This design comes from an exercise in tuning for a short achievable clock period and few clock cycles on the open sky130 flow, not from production work.
Only simulation tests tie the RTL to the original design; equivalence was not proved.
Power is estimated from default activity; no workload was simulated.

$ cat flow/design.v
typedef logic [1:0] expcmux_sel_t;
localparam expcmux_sel_t expcmux_none = 2'b00;
localparam expcmux_sel_t expcmux_br = 2'b01;
localparam expcmux_sel_t expcmux_alu_out = 2'b10;
localparam expcmux_sel_t expcmux_alu_mod2 = 2'b11;
typedef logic [0:0] cmpmux2_sel_t;
localparam cmpmux2_sel_t cmpmux_rs2_out = 1'b0;
localparam cmpmux2_sel_t cmpmux_i_imm = 1'b1;
typedef logic [0:0] alumux1_sel_t;
localparam alumux1_sel_t alumux_rs1_out = 1'b0;
localparam alumux1_sel_t alumux_pc_out = 1'b1;
typedef logic [2:0] alumux2_sel_t;
localparam alumux2_sel_t alumux_i_imm = 3'b000;
localparam alumux2_sel_t alumux_u_imm = 3'b001;
localparam alumux2_sel_t alumux_b_imm = 3'b010;
localparam alumux2_sel_t alumux_s_imm = 3'b011;
localparam alumux2_sel_t alumux_j_imm = 3'b100;
localparam alumux2_sel_t alumux_rs2_out = 3'b101;
typedef logic [3:0] wbdatamux_sel_t;
localparam wbdatamux_sel_t wbdatamux_alu_out = 4'b0000;
localparam wbdatamux_sel_t wbdatamux_br_en = 4'b0001;
localparam wbdatamux_sel_t wbdatamux_u_imm = 4'b0010;
localparam wbdatamux_sel_t wbdatamux_pc_plus4 = 4'b0011;
localparam wbdatamux_sel_t wbdatamux_lb = 4'b1000;
localparam wbdatamux_sel_t wbdatamux_lh = 4'b1001;
localparam wbdatamux_sel_t wbdatamux_lw = 4'b1010;
localparam wbdatamux_sel_t wbdatamux_lbu = 4'b1100;   
localparam wbdatamux_sel_t wbdatamux_lhu = 4'b1101;   
typedef logic [2:0] rsmux_sel_t;
localparam rsmux_sel_t rsmux_regfile_out = 3'b100;   
localparam rsmux_sel_t rsmux_alu_out = 3'b000;   
localparam rsmux_sel_t rsmux_cmp_out = 3'b001;   
localparam rsmux_sel_t rsmux_u_imm_ex = 3'b010;   
localparam rsmux_sel_t rsmux_pc_ex_plus4 = 3'b011;   
localparam rsmux_sel_t rsmux_wbdatamux_out = 3'b101;   
localparam rsmux_sel_t rsmux_wbdata_out = 3'b110;   
typedef logic [31:0] rv32i_word;
typedef logic [4:0] rv32i_reg;
typedef logic [3:0] rv32i_mem_wmask;
typedef logic [6:0] rv32i_opcode;
localparam rv32i_opcode op_lui = 7'b0110111;   
localparam rv32i_opcode op_auipc = 7'b0010111;   
localparam rv32i_opcode op_jal = 7'b1101111;   
localparam rv32i_opcode op_jalr = 7'b1100111;   
localparam rv32i_opcode op_br = 7'b1100011;   
localparam rv32i_opcode op_load = 7'b0000011;   
localparam rv32i_opcode op_store = 7'b0100011;   
localparam rv32i_opcode op_imm = 7'b0010011;   
localparam rv32i_opcode op_reg = 7'b0110011;   
localparam rv32i_opcode op_csr = 7'b1110011;   
localparam rv32i_opcode op_none = 7'b0000000;
typedef logic [2:0] branch_funct3_t;
localparam branch_funct3_t beq = 3'b000;
localparam branch_funct3_t bne = 3'b001;
localparam branch_funct3_t blt = 3'b100;
localparam branch_funct3_t bge = 3'b101;
localparam branch_funct3_t bltu = 3'b110;
localparam branch_funct3_t bgeu = 3'b111;
typedef logic [2:0] load_funct3_t;
localparam load_funct3_t lb = 3'b000;
localparam load_funct3_t lh = 3'b001;
localparam load_funct3_t lw = 3'b010;
localparam load_funct3_t lbu = 3'b100;
localparam load_funct3_t lhu = 3'b101;
typedef logic [2:0] store_funct3_t;
localparam store_funct3_t sb = 3'b000;
localparam store_funct3_t sh = 3'b001;
localparam store_funct3_t sw = 3'b010;
typedef logic [2:0] arith_funct3_t;
localparam arith_funct3_t add = 3'b000;   
localparam arith_funct3_t sll = 3'b001;
localparam arith_funct3_t slt = 3'b010;
localparam arith_funct3_t sltu = 3'b011;
localparam arith_funct3_t axor = 3'b100;
localparam arith_funct3_t sr = 3'b101;   
localparam arith_funct3_t aor = 3'b110;
localparam arith_funct3_t aand = 3'b111;
typedef logic [2:0] alu_ops;
localparam alu_ops alu_add = 3'b000;
localparam alu_ops alu_sll = 3'b001;
localparam alu_ops alu_sra = 3'b010;
localparam alu_ops alu_sub = 3'b011;
localparam alu_ops alu_xor = 3'b100;
localparam alu_ops alu_srl = 3'b101;
localparam alu_ops alu_or = 3'b110;
localparam alu_ops alu_and = 3'b111;
typedef struct packed {
    rv32i_opcode opcode;
    alumux1_sel_t alumux1_sel;
    alumux2_sel_t alumux2_sel;
    cmpmux2_sel_t cmpmux2_sel;
    rv32i_reg rs1;   
    rv32i_reg rs2;   
    alu_ops aluop;
    branch_funct3_t cmpop;
    expcmux_sel_t expcmux_sel;
    logic d_read;
    logic d_write;
    logic [3:0] d_byte_enable;
    wbdatamux_sel_t wbdatamux_sel;
    rv32i_reg rd;   
} rv32i_control_word;
module alu (
    input alu_ops aluop,
    input [31:0] a, b,
    output logic [31:0] f
);
always_comb begin
    unique case (aluop)
        alu_add:  f = a + b;
        alu_sll:  f = a << b[4:0];
        alu_sra:  f = $signed(a) >>> b[4:0];
        alu_sub:  f = a - b;
        alu_xor:  f = a ^ b;
        alu_srl:  f = a >> b[4:0];
        alu_or:   f = a | b;
        alu_and:  f = a & b;
    endcase
end
endmodule
module cmp (
    input branch_funct3_t cmpop,
    input [31:0] a, b,
    output logic f
);
always_comb begin
    unique case (cmpop)
        beq:   f = (a == b);
        bne:   f = (a != b);
        blt:   f = ($signed(a) < $signed(b));
        bge:   f = ($signed(a) >= $signed(b));
        bltu:  f = (a < b);
        bgeu:  f = (a >= b);
        default: f = 1'b0;
    endcase
end
endmodule
module control_rom (   
    input rv32i_opcode opcode,
    input logic [2:0] funct3,
    input logic [6:0] funct7,
    input rv32i_reg rs1,
    input rv32i_reg rs2,
    input rv32i_reg rd,
    output rv32i_control_word ctrl
);
function void set_defaults();
    ctrl.opcode = opcode;
    ctrl.alumux1_sel = alumux_rs1_out;
    ctrl.alumux2_sel = alumux_i_imm;
    ctrl.cmpmux2_sel = cmpmux_rs2_out;
    ctrl.rs1 = (5'b00000);
    ctrl.rs2 = (5'b00000);
    ctrl.aluop = (funct3);
    ctrl.cmpop = (funct3);
    ctrl.expcmux_sel = expcmux_none;
    ctrl.d_read = 1'b0;
    ctrl.d_write = 1'b0;
    ctrl.d_byte_enable = 4'b0000;
    ctrl.wbdatamux_sel = wbdatamux_alu_out;
    ctrl.rd = (5'b00000);
endfunction
function void set_alu(alumux1_sel_t sel1,
                      alumux2_sel_t sel2,
                      alu_ops op);
    ctrl.alumux1_sel = sel1;
    ctrl.alumux2_sel = sel2;
    ctrl.aluop = op;
endfunction
function automatic void set_cmp(cmpmux2_sel_t sel, branch_funct3_t op);
    ctrl.cmpmux2_sel = sel;
    ctrl.cmpop = op;
endfunction
function void load_pc_at_ex(expcmux_sel_t sel);
    ctrl.expcmux_sel = sel;
endfunction
function void load_regfile(wbdatamux_sel_t sel);
    ctrl.rd = rd;
    ctrl.wbdatamux_sel = sel;
endfunction
always_comb begin
    set_defaults();
    unique case (opcode)
        op_auipc: begin   
            set_alu(alumux_pc_out, alumux_u_imm, alu_add);
            load_regfile(wbdatamux_alu_out);
        end
        op_lui: begin   
            load_regfile(wbdatamux_u_imm);
        end
        op_jal: begin   
            set_alu(alumux_pc_out, alumux_j_imm, alu_add); 
            load_pc_at_ex(expcmux_alu_out);
            load_regfile(wbdatamux_pc_plus4);
        end
        op_jalr: begin   
            set_alu(alumux_rs1_out, alumux_i_imm, alu_add); 
            load_pc_at_ex(expcmux_alu_mod2);
            load_regfile(wbdatamux_pc_plus4);
            ctrl.rs1 = rs1;
        end
        op_br: begin   
            set_alu(alumux_pc_out, alumux_b_imm, alu_add);
            load_pc_at_ex(expcmux_br);
            ctrl.rs1 = rs1;
            ctrl.rs2 = rs2;
        end
        op_load: begin   
            set_alu(alumux_rs1_out, alumux_i_imm, alu_add); 
            ctrl.d_read = 1'b1;
            unique case((funct3))
                lb:  load_regfile(wbdatamux_lb);
                lh:  load_regfile(wbdatamux_lh);
                lw:  load_regfile(wbdatamux_lw);
                lbu: load_regfile(wbdatamux_lbu);
                lhu: load_regfile(wbdatamux_lhu);
                default: ;   
            endcase
            unique case((funct3))
                lb, lbu:  ctrl.d_byte_enable = 4'b0001; 
                lh, lhu:  ctrl.d_byte_enable = 4'b0011;
                lw:       ctrl.d_byte_enable = 4'b1111;
                default:;   
            endcase
            ctrl.rs1 = rs1;
        end
        op_store: begin   
            set_alu(alumux_rs1_out, alumux_s_imm, alu_add);
            ctrl.d_write = 1'b1; 
            unique case((funct3))
                sb : ctrl.d_byte_enable = 4'b0001; 
                sh : ctrl.d_byte_enable = 4'b0011;
                sw : ctrl.d_byte_enable = 4'b1111;
                default:;   
            endcase
            ctrl.rs1 = rs1;
            ctrl.rs2 = rs2;
        end
        op_imm: begin   
            unique case ((funct3))
                slt: begin
                    set_cmp(cmpmux_i_imm, blt);
                    load_regfile(wbdatamux_br_en);
                end
                sltu: begin
                    set_cmp(cmpmux_i_imm, bltu);
                    load_regfile(wbdatamux_br_en);
                end
                sr: begin
                    if (funct7[5] == 1'b1) begin   
                        set_alu(alumux_rs1_out, alumux_i_imm, alu_sra);
                        load_regfile(wbdatamux_alu_out);
                    end else begin
                        set_alu(alumux_rs1_out, alumux_i_imm, alu_srl);
                        load_regfile(wbdatamux_alu_out);
                    end
                end
                default: begin
                    set_alu(alumux_rs1_out, alumux_i_imm, (funct3));
                    load_regfile(wbdatamux_alu_out);
                end
            endcase
            ctrl.rs1 = rs1;
        end
        op_reg: begin   
            unique case ((funct3))
                add: begin
                    if (funct7[5] == 1'b1) begin   
                        set_alu(alumux_rs1_out, alumux_rs2_out, alu_sub);
                        load_regfile(wbdatamux_alu_out);
                    end else begin   
                        set_alu(alumux_rs1_out, alumux_rs2_out, alu_add);
                        load_regfile(wbdatamux_alu_out);
                    end
                end
                sr: begin
                    if (funct7[5] == 1'b1) begin   
                        set_alu(alumux_rs1_out, alumux_rs2_out, alu_sra);
                        load_regfile(wbdatamux_alu_out);
                    end else begin   
                        set_alu(alumux_rs1_out, alumux_rs2_out, alu_srl);
                        load_regfile(wbdatamux_alu_out);
                    end
                end
                slt: begin
                    set_cmp(cmpmux_rs2_out, blt);
                    load_regfile(wbdatamux_br_en);
                end
                sltu: begin
                    set_cmp(cmpmux_rs2_out, bltu);
                    load_regfile(wbdatamux_br_en);
                end
                default: begin
                    set_alu(alumux_rs1_out, alumux_rs2_out, (funct3));
                    load_regfile(wbdatamux_alu_out);
                end
            endcase
            ctrl.rs1 = rs1;
            ctrl.rs2 = rs2;
        end
        default: ;   
    endcase
end
endmodule
module control
(
    input clk,
    input rst,
    input rv32i_word instruction,
    output alumux1_sel_t alumux1_sel,
    output alumux2_sel_t alumux2_sel,
    output cmpmux2_sel_t cmpmux2_sel,
    output rsmux_sel_t rs1mux_sel,
    output rsmux_sel_t rs2mux_sel,
    output rv32i_reg regfile_rs1,
    output rv32i_reg regfile_rs2,
    output alu_ops aluop,
    output branch_funct3_t cmpop,
    output expcmux_sel_t expcmux_sel,
    input  logic ex_load_pc,
    output wbdatamux_sel_t wbdatamux_sel,
    output logic d_read,
    output logic d_write,
    output logic [3:0] d_byte_enable,
    output rv32i_reg regfile_rd,
    output logic bp_update,
    input logic i_resp,
    input logic d_resp,
    output logic stall_id,
    output logic stall_ex,
    output logic stall_mem,
    output logic stall_wb
);
rv32i_control_word if_id, id_ex, ex_mem, mem_wb;   
rv32i_control_word FLUSH;                          
rv32i_control_word new_control_word;               
logic [3:0] flush_list;
logic stall_all, stall_decode;
logic d_ready, d_ready_next;
assign stall_id  = stall_all || stall_decode;
assign stall_ex  = stall_all;
assign stall_mem = stall_all;
assign stall_wb  = stall_all;
assign stall_all = (!i_resp) || (!d_ready_next);
assign bp_update = id_ex.opcode == op_br;
function void set_defaults();
    alumux1_sel = if_id.alumux1_sel;
    alumux2_sel = if_id.alumux2_sel;
    cmpmux2_sel = if_id.cmpmux2_sel;
    rs1mux_sel = rsmux_regfile_out;
    rs2mux_sel = rsmux_regfile_out;
    regfile_rs1 = if_id.rs1;
    regfile_rs2 = if_id.rs2;
    aluop = id_ex.aluop;
    cmpop = id_ex.cmpop;
    expcmux_sel = id_ex.expcmux_sel;
    d_read = ex_mem.d_read;
    d_write = ex_mem.d_write;
    d_byte_enable = ex_mem.d_byte_enable;
    wbdatamux_sel = ex_mem.wbdatamux_sel;
    regfile_rd = mem_wb.rd;
    stall_decode = 1'b0;
    flush_list = 4'b0000;
endfunction
control_rom control_rom(
    .opcode((instruction[6:0])),
    .funct3(instruction[14:12]),
    .funct7(instruction[31:25]),
    .rs1(instruction[19:15]),
    .rs2(instruction[24:20]),
    .rd(instruction[11:7]),
    .ctrl(new_control_word)
);
always_comb begin : FLUSH_ASSIGN
    FLUSH.opcode = op_none;
    FLUSH.alumux1_sel = (1'b0);
    FLUSH.alumux2_sel = (3'b000);
    FLUSH.cmpmux2_sel = (1'b0);
    FLUSH.wbdatamux_sel = (4'b0000);
    FLUSH.aluop = (3'b000);
    FLUSH.cmpop = (3'b000);
    FLUSH.expcmux_sel = expcmux_none;
    FLUSH.d_read = 1'b0;
    FLUSH.d_write = 1'b0;
    FLUSH.d_byte_enable = 4'b0000;
    FLUSH.rs1 = (5'b00000);
    FLUSH.rs2 = (5'b00000);
    FLUSH.rd = (5'b00000);
end
always_comb begin : MAIN_COMB
    set_defaults();
    if (ex_load_pc) begin
        flush_list[1:0] = 2'b11;   
    end
    if (if_id.rs1) begin
        if (id_ex.rd == if_id.rs1) begin
            if (id_ex.wbdatamux_sel[3] == 1'b1) begin
                stall_decode = 1'b1;    
                flush_list[1] = 1'b1;   
            end else begin
                rs1mux_sel = (id_ex.wbdatamux_sel[2:0]);
            end
        end else if (ex_mem.rd == if_id.rs1) begin
            rs1mux_sel = rsmux_wbdatamux_out;   
        end else if (mem_wb.rd == if_id.rs1) begin
            rs1mux_sel = rsmux_wbdata_out;   
        end
    end
    if (if_id.rs2) begin
        if (id_ex.rd == if_id.rs2) begin
            if (id_ex.wbdatamux_sel[3] == 1'b1) begin
                stall_decode = 1'b1;    
                flush_list[1] = 1'b1;   
            end else begin
                rs2mux_sel = (id_ex.wbdatamux_sel[2:0]);
            end
        end else if (ex_mem.rd == if_id.rs2) begin
            rs2mux_sel = rsmux_wbdatamux_out;   
        end else if (mem_wb.rd == if_id.rs2) begin
            rs2mux_sel = rsmux_wbdata_out;   
        end
    end
end
always_comb begin : DATA_READY_CHECK
    d_ready_next = d_ready;
    if (!ex_mem.d_read && !ex_mem.d_write) begin
        d_ready_next = 1'b1;
    end else if (d_resp) begin
        d_ready_next = 1'b1;
    end
end
always_ff @(posedge clk) begin : FF
    if (rst) begin
        if_id <= FLUSH;
        id_ex <= FLUSH;
        ex_mem <= FLUSH;
        mem_wb <= FLUSH;
        d_ready <= 1'b0;
    end else if (stall_all) begin
        if_id <= if_id;
        id_ex <= id_ex;
        ex_mem <= ex_mem;
        mem_wb <= mem_wb;
        d_ready <= d_ready_next;
    end else begin
        if_id <= (stall_decode) ? if_id : ((flush_list[0]) ? FLUSH : new_control_word);
        id_ex <= (flush_list[1]) ? FLUSH : if_id;
        ex_mem <= (flush_list[2]) ? FLUSH : id_ex;
        mem_wb <= (flush_list[3]) ? FLUSH : ex_mem;
        d_ready <= 1'b0;
    end
end
endmodule
module regfile (
    input clk,
    input rst,
    input load,
    input [31:0] in,
    input [4:0] src_a, src_b, dest,
    output logic [31:0] reg_a, reg_b
);
logic [31:0] data [32];
always_ff @(posedge clk) begin
    if (rst) begin
        for (int i=0; i<32; i=i+1) begin
            data[i] <= '0;
        end
    end else if (load && dest) begin
        data[dest] <= in;
    end
end
always_comb begin
    reg_a = src_a ? data[src_a] : 0;
    reg_b = src_b ? data[src_b] : 0;
end
endmodule
module pc_register #(parameter width = 32) (
    input clk,
    input rst,
    input load,
    input [width-1:0] in,
    output logic [width-1:0] out
);
logic [width-1:0] data;
always_ff @(posedge clk) begin
    if (rst) begin
        data <= 32'h00000060;
    end else if (load) begin
        data <= in;
    end else begin
        data <= data;
    end
end
always_comb begin
    out = data;
end
endmodule
module register #(parameter width = 32) (
    input clk,
    input rst,
    input load,
    input [width-1:0] in,
    output logic [width-1:0] out
);
logic [width-1:0] data;
always_ff @(posedge clk) begin
    if (rst) begin
        data <= '0;
    end else if (load) begin
        data <= in;
    end else begin
        data <= data;
    end
end
always_comb begin
    out = data;
end
endmodule
module ir (
    input clk,
    input rst,
    input load,
    input [31:0] in,
    output [2:0] funct3,
    output [6:0] funct7,
    output rv32i_opcode opcode,
    output [31:0] i_imm,
    output [31:0] s_imm,
    output [31:0] b_imm,
    output [31:0] u_imm,
    output [31:0] j_imm,
    output [4:0] rs1,
    output [4:0] rs2,
    output [4:0] rd
);
logic [31:0] data;
assign funct3 = data[14:12];
assign funct7 = data[31:25];
assign opcode = (data[6:0]);
assign i_imm = {{21{data[31]}}, data[30:20]};
assign s_imm = {{21{data[31]}}, data[30:25], data[11:7]};
assign b_imm = {{20{data[31]}}, data[7], data[30:25], data[11:8], 1'b0};
assign u_imm = {data[31:12], 12'h000};
assign j_imm = {{12{data[31]}}, data[19:12], data[20], data[30:21], 1'b0};
assign rs1 = data[19:15];
assign rs2 = data[24:20];
assign rd = data[11:7];
always_ff @(posedge clk) begin
    if (rst) begin
        data <= '0;
    end else if (load == 1) begin
        data <= in;
    end else begin
        data <= data;
    end
end
endmodule
module mem_align (
    input  rv32i_word  raw_addr,
    output rv32i_word  raw_rdata,
    input  rv32i_word  raw_wdata,
    input  logic [3:0] raw_byte_enable,
    output rv32i_word  mem_addr,
    input  rv32i_word  mem_rdata,
    output rv32i_word  mem_wdata,
    output logic [3:0] mem_byte_enable
);
assign mem_addr = {raw_addr[31:2], 2'b00};   
always_comb begin
    unique case (raw_addr[1:0])  
    2'b00: begin
        mem_wdata = raw_wdata;
        mem_byte_enable = raw_byte_enable;
        raw_rdata = mem_rdata;
    end
    2'b01: begin
        mem_wdata = {raw_wdata[23:0], 8'b0};
        mem_byte_enable = {raw_byte_enable[2:0], 1'b0};
        raw_rdata = {8'b0, mem_rdata[31:8]};
    end
    2'b10: begin
        mem_wdata = {raw_wdata[15:0], 16'b0};
        mem_byte_enable = {raw_byte_enable[1:0], 2'b0};
        raw_rdata = {16'b0, mem_rdata[31:16]};
    end
    2'b11: begin
        mem_wdata = {raw_wdata[7:0], 24'b0};
        mem_byte_enable = {raw_byte_enable[0], 3'b0};
        raw_rdata = {24'b0, mem_rdata[31:24]};
    end
    default: begin
        mem_wdata = raw_wdata;
        mem_byte_enable = raw_byte_enable;
        raw_rdata = mem_rdata;
    end
endcase
end
endmodule
module datapath #(
    parameter bp_type = 3
)
(
    input clk,
    input rst,
    output rv32i_word i_addr,
    input  rv32i_word i_rdata,
    input alumux1_sel_t alumux1_sel,
    input alumux2_sel_t alumux2_sel,
    input cmpmux2_sel_t cmpmux2_sel,
    input rsmux_sel_t rs1mux_sel,
    input rsmux_sel_t rs2mux_sel,
    input rv32i_reg regfile_rs1,
    input rv32i_reg regfile_rs2,
    input alu_ops aluop,
    input branch_funct3_t cmpop,
    input expcmux_sel_t expcmux_sel,
    output logic ex_load_pc,
    input wbdatamux_sel_t wbdatamux_sel,
    output rv32i_word d_addr,
    input  rv32i_word d_rdata,
    output rv32i_word d_wdata,
    input rv32i_reg regfile_rd,
    input logic bp_update,
    input logic stall_id,
    input logic stall_ex,
    input logic stall_mem,
    input logic stall_wb
);
rv32i_reg rs1, rs2;
rv32i_word i_imm, u_imm, b_imm, s_imm, j_imm;
rv32i_opcode opcode;
logic [2:0] funct3;
logic [6:0] funct7;
rv32i_reg rd_out;
rv32i_word regfile_rs1_out, regfile_rs2_out;
rv32i_word alu_out;
logic br_en;
rv32i_word cmp_out;   
rv32i_word pc_out, pc_id_out, pc_ex_out, pc_mem_out;
rv32i_word bp_pc_in;
logic br_take, mispred, bp_enable;
rv32i_word regfile_in, alu_in1, alu_in2, cmp_in1, cmp_in2, alu_wb_imm_out, mwdr_ex_out;
rv32i_word u_imm_ex_out, u_imm_mem_out, cmp_wb_imm_out, cmpmux2_out;
rv32i_word alumux1_out, alumux2_out, wbdatamux_out, pc_in;
rv32i_word rs1_actual, rs2_actual;
assign i_addr = pc_out;
assign cmp_out = {31'b0, br_en};
assign bp_pc_in = pc_out + {{20{i_rdata[31]}}, i_rdata[7], i_rdata[30:25], i_rdata[11:8], 1'b0};
assign bp_enable = i_rdata[6:0] == op_br;
logic ld_pc;
ir ir(
    .clk(clk),
    .rst(rst),
    .load(~stall_id),
    .in(i_rdata),
    .funct3(funct3),
    .funct7(funct7),
    .opcode(opcode),
    .i_imm(i_imm),
    .u_imm(u_imm),
    .b_imm(b_imm),
    .s_imm(s_imm),
    .j_imm(j_imm),
    .rs1(rs1),
    .rs2(rs2),
    .rd(rd_out)
);
register u_imm_ex(
    .clk(clk),
    .rst(rst),
    .load(~stall_ex),
    .in(u_imm),
    .out(u_imm_ex_out)
);
register u_imm_mem(
    .clk(clk),
    .rst(rst),
    .load(~stall_mem),
    .in(u_imm_ex_out),
    .out(u_imm_mem_out)
);
pc_register pc(
    .clk(clk),
    .rst(rst),
    .load(ld_pc),
    .in(pc_in),
    .out(pc_out)
);
register pc_id(
    .clk(clk),
    .rst(rst),
    .load(~stall_id),
    .in(pc_out),
    .out(pc_id_out)
);
register pc_ex(
    .clk(clk),
    .rst(rst),
    .load(~stall_ex),
    .in(pc_id_out),
    .out(pc_ex_out)
);
register pc_mem(
    .clk(clk),
    .rst(rst),
    .load(~stall_mem),
    .in(pc_ex_out),
    .out(pc_mem_out)
);
register mdar(
    .clk(clk),
    .rst(rst),
    .load(~stall_mem),
    .in(alu_out),
    .out(d_addr)
);
register mwdr(
    .clk(clk),
    .rst(rst),
    .load(~stall_mem),
    .in(mwdr_ex_out),
    .out(d_wdata)
);
register mwdr_ex(
    .clk(clk),
    .rst(rst),
    .load(~stall_ex),
    .in(rs2_actual),
    .out(mwdr_ex_out)
);
register wbdata(
    .clk(clk),
    .rst(rst),
    .load(~stall_mem),
    .in(wbdatamux_out),
    .out(regfile_in)
);
register alu_imm1(
    .clk(clk),
    .rst(rst),
    .load(~stall_ex),
    .in(alumux1_out),
    .out(alu_in1)
);
register alu_imm2(
    .clk(clk),
    .rst(rst),
    .load(~stall_ex),
    .in(alumux2_out),
    .out(alu_in2)
);
register alu_wb_imm(
    .clk(clk),
    .rst(rst),
    .load(~stall_mem),
    .in(alu_out),
    .out(alu_wb_imm_out)
);
register cmp_imm1(
    .clk(clk),
    .rst(rst),
    .load(~stall_ex),
    .in(rs1_actual),
    .out(cmp_in1)
);
register cmp_imm2(
    .clk(clk),
    .rst(rst),
    .load(~stall_ex),
    .in(cmpmux2_out),
    .out(cmp_in2)
);
register cmp_wb_imm(
    .clk(clk),
    .rst(rst),
    .load(~stall_mem),
    .in(cmp_out),
    .out(cmp_wb_imm_out)
);
regfile regfile(
    .clk(clk),
    .rst(rst),
    .load(~stall_wb),   
    .in(regfile_in),
    .src_a(regfile_rs1),   
    .src_b(regfile_rs2),   
    .dest(regfile_rd),     
    .reg_a(regfile_rs1_out),
    .reg_b(regfile_rs2_out)
);
alu alu(
    .aluop(aluop),
    .a(alu_in1),
    .b(alu_in2),
    .f(alu_out)
);
cmp cmp(
    .cmpop(cmpop),
    .a(cmp_in1),
    .b(cmp_in2),
    .f(br_en)
);
assign br_take = 1'b0;
assign mispred = br_en;
always_comb begin
    unique case ({expcmux_sel, mispred})
        3'b100, 3'b101: begin   
            pc_in = alu_out; 
            ld_pc = ~stall_ex;
            ex_load_pc = 1'b1;
        end
        3'b110, 3'b111: begin   
            pc_in = {alu_out[31:1], 1'b0};
            ld_pc = ~stall_ex;
            ex_load_pc = 1'b1;
        end
        3'b011: begin   
            pc_in = (br_en) ? alu_out : (pc_ex_out + 4);
            ld_pc = ~stall_ex;
            ex_load_pc = 1'b1;
        end
        default: begin
            pc_in = (bp_enable & br_take) ? bp_pc_in : (pc_out + 4);   
            ld_pc = ~stall_id;
            ex_load_pc = 1'b0;
        end
    endcase
end
always_comb begin
    unique case (rs1mux_sel)
        rsmux_regfile_out:    rs1_actual = regfile_rs1_out;
        rsmux_alu_out:        rs1_actual = alu_out;
        rsmux_cmp_out:        rs1_actual = cmp_out;
        rsmux_u_imm_ex:       rs1_actual = u_imm_ex_out;
        rsmux_pc_ex_plus4:    rs1_actual = pc_ex_out + 4;
        rsmux_wbdatamux_out:  rs1_actual = wbdatamux_out;
        rsmux_wbdata_out:     rs1_actual = regfile_in;
        default:              rs1_actual = '0;
    endcase
end
always_comb begin
    unique case (rs2mux_sel)
        rsmux_regfile_out:    rs2_actual = regfile_rs2_out;
        rsmux_alu_out:        rs2_actual = alu_out;
        rsmux_cmp_out:        rs2_actual = cmp_out;
        rsmux_u_imm_ex:       rs2_actual = u_imm_ex_out;
        rsmux_pc_ex_plus4:    rs2_actual = pc_ex_out + 4;
        rsmux_wbdatamux_out:  rs2_actual = wbdatamux_out;
        rsmux_wbdata_out:     rs2_actual = regfile_in;
        default:              rs2_actual = '0;
    endcase
end
always_comb begin
    unique case (wbdatamux_sel)
        wbdatamux_alu_out:   wbdatamux_out = alu_wb_imm_out;
        wbdatamux_br_en:     wbdatamux_out = cmp_wb_imm_out;
        wbdatamux_u_imm:     wbdatamux_out = u_imm_mem_out;
        wbdatamux_pc_plus4:  wbdatamux_out = pc_mem_out + 4;
        wbdatamux_lw:        wbdatamux_out = d_rdata;
        wbdatamux_lb:        wbdatamux_out = {{24{d_rdata[7]}}, d_rdata[7:0]};
        wbdatamux_lbu:       wbdatamux_out = {24'b0, d_rdata[7:0]};
        wbdatamux_lh:        wbdatamux_out = {{16{d_rdata[15]}}, d_rdata[15:0]};
        wbdatamux_lhu:       wbdatamux_out = {16'b0, d_rdata[15:0]};
        default: wbdatamux_out = '0;
    endcase
end
always_comb begin
    unique case (alumux1_sel)
        alumux_rs1_out:  alumux1_out = rs1_actual;
        alumux_pc_out:   alumux1_out = pc_id_out;
        default: alumux1_out = '0;
    endcase
end
always_comb begin
    unique case (alumux2_sel)
        alumux_i_imm:    alumux2_out = i_imm;
        alumux_u_imm:    alumux2_out = u_imm;
        alumux_b_imm:    alumux2_out = b_imm;
        alumux_s_imm:    alumux2_out = s_imm;
        alumux_j_imm:    alumux2_out = j_imm;
        alumux_rs2_out:  alumux2_out = rs2_actual;
        default: alumux2_out = '0;
    endcase
end
always_comb begin
    unique case (cmpmux2_sel)
        cmpmux_rs2_out:  cmpmux2_out = rs2_actual;
        cmpmux_i_imm:    cmpmux2_out = i_imm;
        default: cmpmux2_out = '0;
    endcase
end
endmodule
module cpu #(
    parameter bp_type = 3
)
(
    input clk,
    input rst,
    output rv32i_word i_addr,
    input  rv32i_word i_rdata,
    output logic      i_read,
    input  logic      i_resp,
    output rv32i_word  d_addr,
    input  rv32i_word  d_rdata,
    output rv32i_word  d_wdata,
    output logic [3:0] d_byte_enable,
    output logic       d_read,
    output logic       d_write,
    input  logic       d_resp
);
rv32i_word  raw_d_addr;
rv32i_word  raw_d_rdata;
rv32i_word  raw_d_wdata;
logic [3:0] raw_d_byte_enable;
alumux1_sel_t alumux1_sel;
alumux2_sel_t alumux2_sel;
cmpmux2_sel_t cmpmux2_sel;
rsmux_sel_t rs1mux_sel;
rsmux_sel_t rs2mux_sel;
rv32i_reg regfile_rs1;
rv32i_reg regfile_rs2;
alu_ops aluop;
branch_funct3_t cmpop;
expcmux_sel_t expcmux_sel;
logic ex_load_pc;
wbdatamux_sel_t wbdatamux_sel;
rv32i_reg regfile_rd;
logic bp_update;
logic stall_id;
logic stall_ex;
logic stall_mem;
logic stall_wb;
control control(
    .instruction(i_rdata),
    .d_byte_enable(raw_d_byte_enable),
    .*
);
datapath #(.bp_type(bp_type)) datapath(
    .d_addr(raw_d_addr),
    .d_rdata(raw_d_rdata),
    .d_wdata(raw_d_wdata),
    .*
);
mem_align d_align(
    .raw_addr(raw_d_addr),
    .raw_rdata(raw_d_rdata),
    .raw_wdata(raw_d_wdata),
    .raw_byte_enable(raw_d_byte_enable),
    .mem_addr(d_addr),
    .mem_rdata(d_rdata),
    .mem_wdata(d_wdata),
    .mem_byte_enable(d_byte_enable)
);
assign i_read = 1'b1;
endmodule
$ cat flow/config.mk
export PLATFORM = sky130hd
export DESIGN_NAME = cpu
export DESIGN_NICKNAME = cpu
export VERILOG_FILES = /design/flow/design.v
export SDC_FILE = /design/flow/constraint.sdc
export NUM_CORES = 4
export LEC_CHECK = 0
export CAP_MARGIN = 20
export CORE_MARGIN = 2
export CORE_UTILIZATION = 40
export PLACE_DENSITY = 0.6
export SLEW_MARGIN = 20
$ cat flow/run.sh
#!/bin/bash
# synth_recipe.tcl (not shown) runs the flow's synth.tcl, then flattens the netlist and writes it again
# the make line also repeats each setting of config.mk as NAME=value (left out here)
make -C /OpenROAD-flow-scripts/flow DESIGN_CONFIG=/design/flow/config.mk WORK_HOME=/design/flow/orfs CLKGATE_MAP_FILE= SYNTH_SCRIPT=/design/flow/synth_recipe.tcl finish
$ cat flow/constraint.sdc
create_clock -name core_clock -period 9.0 [get_ports {clk}]
set_input_delay 1.8000 -clock core_clock [delete_from_list [all_inputs] [get_ports {clk}]]
set_output_delay 1.8000 -clock core_clock [all_outputs]
set_load 0.01 [all_outputs]
==> summary.md <==
| Metric | Value |
|---|---|
| Cell variety after synth | 89 |
| Worst Hold Class | reg -> reg |
| Initial DRT Pass Iterations | 10 |
| Detailed-route via count | 69100 |
| Post-DR wirelength/cell | 33.0 um |
| R2r setup slk | 2270 ps |
| Core footprint | 0.222 mm2 |
| Most used DFF post-synth | edfxtp_1 |
| Clk buf depth | 3 |
| Clock latency (worst-skew pair) | 870 ps |
| Crit path time final | 6730 ps |
| Starting Density | 40.1% |
| Placed Area | 0.0939 mm2 |
| CP Cell Sequence | inv_2, ha_1, nor3b_1, nor2b_1, a31oi_1, xnor2_1, ha_1, a21oi_1, nor2_1, a211oi_1, o21bai_1, a2111oi_1, o21ai_0, a2111oi_4, nor3_2, a2111oi_4, a21oi_1 |
| Clock slew at reported path FFs | 60 ps |
| Setup TNS Final | 0 ps |
| CP max FO | 30 |
| Mapped Area | 0.0889 mm2 |
| Dominant cell type by area after synthesis | edfxtp_1 |
| Row cnt | 173 |
| Pwr dens | 173 mW/mm2 |
| # setup viols final | 0 |
| Met2 WL | 160 mm |
| Critical Path AT | 7410 ps |
| Gate count of the mapped netlist | 7861 |
| Post-CTS Setup Inserts | 0 |
| Syn_area_per_cell | 11.3 um2 |
| Post-route ant nets | 0 |
| Final layout net count | 7906 |
| CP Launch Type | register |
| Initial DRC count | 9997 |
| Grt total ovfl | 0 |
| TritonCTS buffer count | 172 |
| Drt total wl | 357 mm |
| Asr flop ratio synth | 0% |
| YS warnings | 10 |
| Post-CTS Resized | 0 |
| Synth top area share | 34.6% |
| EDFF count, synth | 1024 |
| First-pass GRT wire length | 501 mm |
| Fmax | 149 MHz |
| CTS Root Cell | clkbuf_16 |
| Slowest library cell on the worst path | a2111oi_1 |
| RSZ-0062 raised after global routing | false |
| Die Span Y | 475 um |
| Top-count cell post-synth | edfxtp_1 |
| Crit path kind | reg -> reg |
| CTS tree | done |
| DR DRC count | 0 |
| Max Used Layer | met5 |
| Max-capacitance violation count | 0 |
| LEAKAGE | 33.6 nW |
| Slowest stage delay, CP | 850 ps |
| Seq/Total Area, Yosys | 46.7% |
| Peak VDD IR | 0.173 mV |
| Final Cycle Share | 74.8% |
| DIE WIDTH | 475 um |
| Setup crit end kind | register |
| FF+latch count, synth | 1563 |
| Layout filler cell count | 20400 |
| Outcome | complete, no violations |
| Fin area | 0.0999 mm2 |
| Slew Limit Fails | 0 |
| CTS sink count | 1563 |
| Worst slew pin tran | 1300 ps |
| Synth area leaders | edfxtp_1 35%, mux4_2 17%, dfxtp_1 12% |
| Req. time, crit path | 9670 ps |
| # hold bufs at CTS | 0 |
| Initial antenna violation count | 25 |
| Vias in the first global route | 65900 |
| Layout cells sized above 1 | 18.1% |
| Layout Area Growth over Synthesis | 12.4% |
| DR vias/cell | 6.38 |
| GR Util All Layers | 31.1% |
| Max-slew headroom | 13.2% |
| Post-route clock skew | 80.7 ps |
| Number of I/O pins | 171 |
| Final Power | 0.0173 W |
| Gpl congestion | 0.992 |
| Critical path's top delay family | compound AO/OA/AOI/OAI gates |
| Final Hold Viols | 0 |
| Synth top cells by count | 1024 x edfxtp_1, 1017 x and2_1, 820 x nand2_1 |
| Met3 WL | 41.5 mm |
| H-tree levels | 4 |
| HPWL after DPL | 245 mm |
| Die area | 0.226 mm2 |
| Largest net degree at the start of global routing | 240 |
| IO Port Bufs | 167 |
| Buf/Inv on CP | 1 |
| Met1 wire length | 133 mm |
==> power breakdown <==
part | leakage, nW | internal (W) | switching, W
logic | 15.8 | 0.000571 | 0.00113
registers | 14.9 | 0.00786 | 0.000229
clock network | 2.92 | 0.00429 | 0.00319
==> worst reg2reg max path: stages, from the launching register on <==
cell and delay [ps]:
dfxtp_2 410, inv_2 610, ha_1 350, nor3b_1 330, nor2b_1 640, a31oi_1 200, xnor2_1 180, ha_1 370
a21oi_1 260, nor2_1 80, a211oi_1 580, o21bai_1 250, a2111oi_1 850, o21ai_0 400, a2111oi_4 390, nor3_2 150
a2111oi_4 440, a21oi_1 120
==> final cells by class <==
cell class / instances / area (um2) / share of cell area (%)
Multi-Input combinational cell: 5414 / 44500 / 44.5
Timing Repair Buffer: 403 / 3590 / 3.60
Clock buffer: 215 / 4690 / 4.69
Inverter: 151 / 568 / 0.568
Clock inverter: 104 / 1270 / 1.27
Tap cell: 2975 / 3720 / 3.72
Sequential cell: 1563 / 41600 / 41.6
Antenna cell: 8 / 20.0 / 0.0200
==> logic make-up (layout without fill, tap and decap cells) <==
| family | after synthesis | count (layout) | synth area share (%) |
|---|---|---|---|
| flip-flops | 1563 | 1563 | 46.7 |
| multiplexers | 890 | 890 | 19.8 |
| adder cells (fa/ha/maj) | 133 | 133 | 1.88 |
| AND/OR/NAND/NOR | 2777 | 2777 | 15.7 |
| other | 2 | 43 | 0.00845 |
| buffers and inverters | 917 | 873 | 4.11 |
| XOR/XNOR | 138 | 138 | 1.36 |
| AO/OA/AOI/OAI | 1441 | 1441 | 10.4 |
==> sequential cells by signal, summed over array words and instances (netlist names), 5 cells and up, named ones only <==
| register | flops |
|---|---|
| datapath.cmp_imm1.data | 32 |
| datapath.pc_ex.data | 32 |
| control.if_id | 37 |
| datapath.u_imm_ex.data | 20 |
| datapath.alu_imm1.data | 32 |
| datapath.regfile.data | 1024 |
| datapath.alu_imm2.data | 32 |
| datapath.mwdr_ex.data | 32 |
| datapath.pc_id.data | 32 |
| datapath.pc_mem.data | 32 |
| datapath.wbdata.data | 32 |
| datapath.mwdr.data | 32 |
| datapath.cmp_imm2.data | 32 |
| datapath.u_imm_mem.data | 20 |
| datapath.pc.data | 32 |
| datapath.mdar.data | 32 |
| datapath.ir.data | 25 |
| control.ex_mem | 14 |
| control.id_ex | 22 |
| control.mem_wb | 5 |
==> through the flow <==
| step | hold WS (ps) | setup slack (ps) | util [%] | instances |
|---|---|---|---|---|
| after floorplan | 416 | 3470 | - | 7894 |
| after global placement | 426 | 2270 | 42.3 | 10500 |
| after detailed placement | 430 | 2290 | 42.4 | 10500 |
| after CTS | 439 | 2260 | 45.1 | 10800 |
| after global routing | 451 | 1990 | 45.1 | 10800 |
| final | 427 | 2270 | 45.1 | 10800 |
==> final timing paths <==
kind,from,endpoint,cells after the start
min,datapath.pc_id.data[25],datapath.pc_ex.data[25],2
max,datapath.alu_imm2.data[0],datapath.mwdr_ex.data[31],17
max reg2reg,datapath.alu_imm2.data[0],datapath.mwdr_ex.data[31],17
min reg2reg,datapath.pc_id.data[25],datapath.pc_ex.data[25],2
==> layer usage <==
layer  vias up  global-route usage [%]
met5         -                       0
met4        10                    17.4
met3       890                    8.58
met2      4382                    47.5
met1     35000                    39.8
li1      28800                       -
==> cell usage in the layout, fill, tap and decap left out, types with 35 or more instances in the layout <==
| master | netlist | routed |
|---|---|---|
| edfxtp_1 | 1024 | 1024 |
| and2_1 | 1017 | 1017 |
| nand2_1 | 820 | 820 |
| mux4_2 | 687 | 687 |
| a21oi_1 | 525 | 520 |
| dfxtp_1 | 539 | 512 |
| nor2_1 | 462 | 437 |
| o21ai_0 | 265 | 244 |
| buf_4 | 33 | 225 |
| clkbuf_16 | 0 | 175 |
| clkdlybuf4s50_1 | 0 | 166 |
| inv_1 | 147 | 146 |
| mux2i_1 | 135 | 135 |
| ha_1 | 132 | 132 |
| nand3_1 | 119 | 119 |
| nor3_1 | 114 | 102 |
| a211oi_1 | 106 | 102 |
| xnor2_1 | 89 | 89 |
| mux2_2 | 68 | 68 |
| a22oi_1 | 52 | 52 |
| o211ai_1 | 50 | 50 |
| xor2_1 | 49 | 49 |
| nand4_1 | 44 | 44 |
| o22ai_1 | 43 | 43 |
| nor2b_1 | 41 | 40 |
| a31oi_1 | 40 | 39 |
| clkinv_2 | 0 | 36 |
| conb_1 | 2 | 35 |
Testbench counts, summed over its fixed seeds: cycles 118,644.

-- static timing again, ports no longer ideal --
No port has a modelled driver above. Below, the same layout with a new extraction and two added sets of constraints.
Step 1: set_driving_cell puts a clkbuf_16 on clk and a buf_2 on each other input, an assumption about the parent block.
Step 2 adds t to the input delays and takes it off the output delays; t is the mean of the earliest and latest rising clock arrival at the registers after step 1. Input paths then give back, and output paths get back, about the clock's delay inside the block.
Three values: ideal ports, drivers, drivers and shift; two values: the first two.
t, ns: 0.914
setup WS [ns]: 2.267 / 2.267 / 2.267
hold slack, ns: 0.427 / 0.427 / 0.427
worst setup path after step 2: register to register
worst register clock-pin slew, ns: 0.07 / 0.07
After both steps setup and hold are still met in this run. For this run, drivers alone change the setup slack by 0.000 ns; drivers and shift together by 0.000 ns.
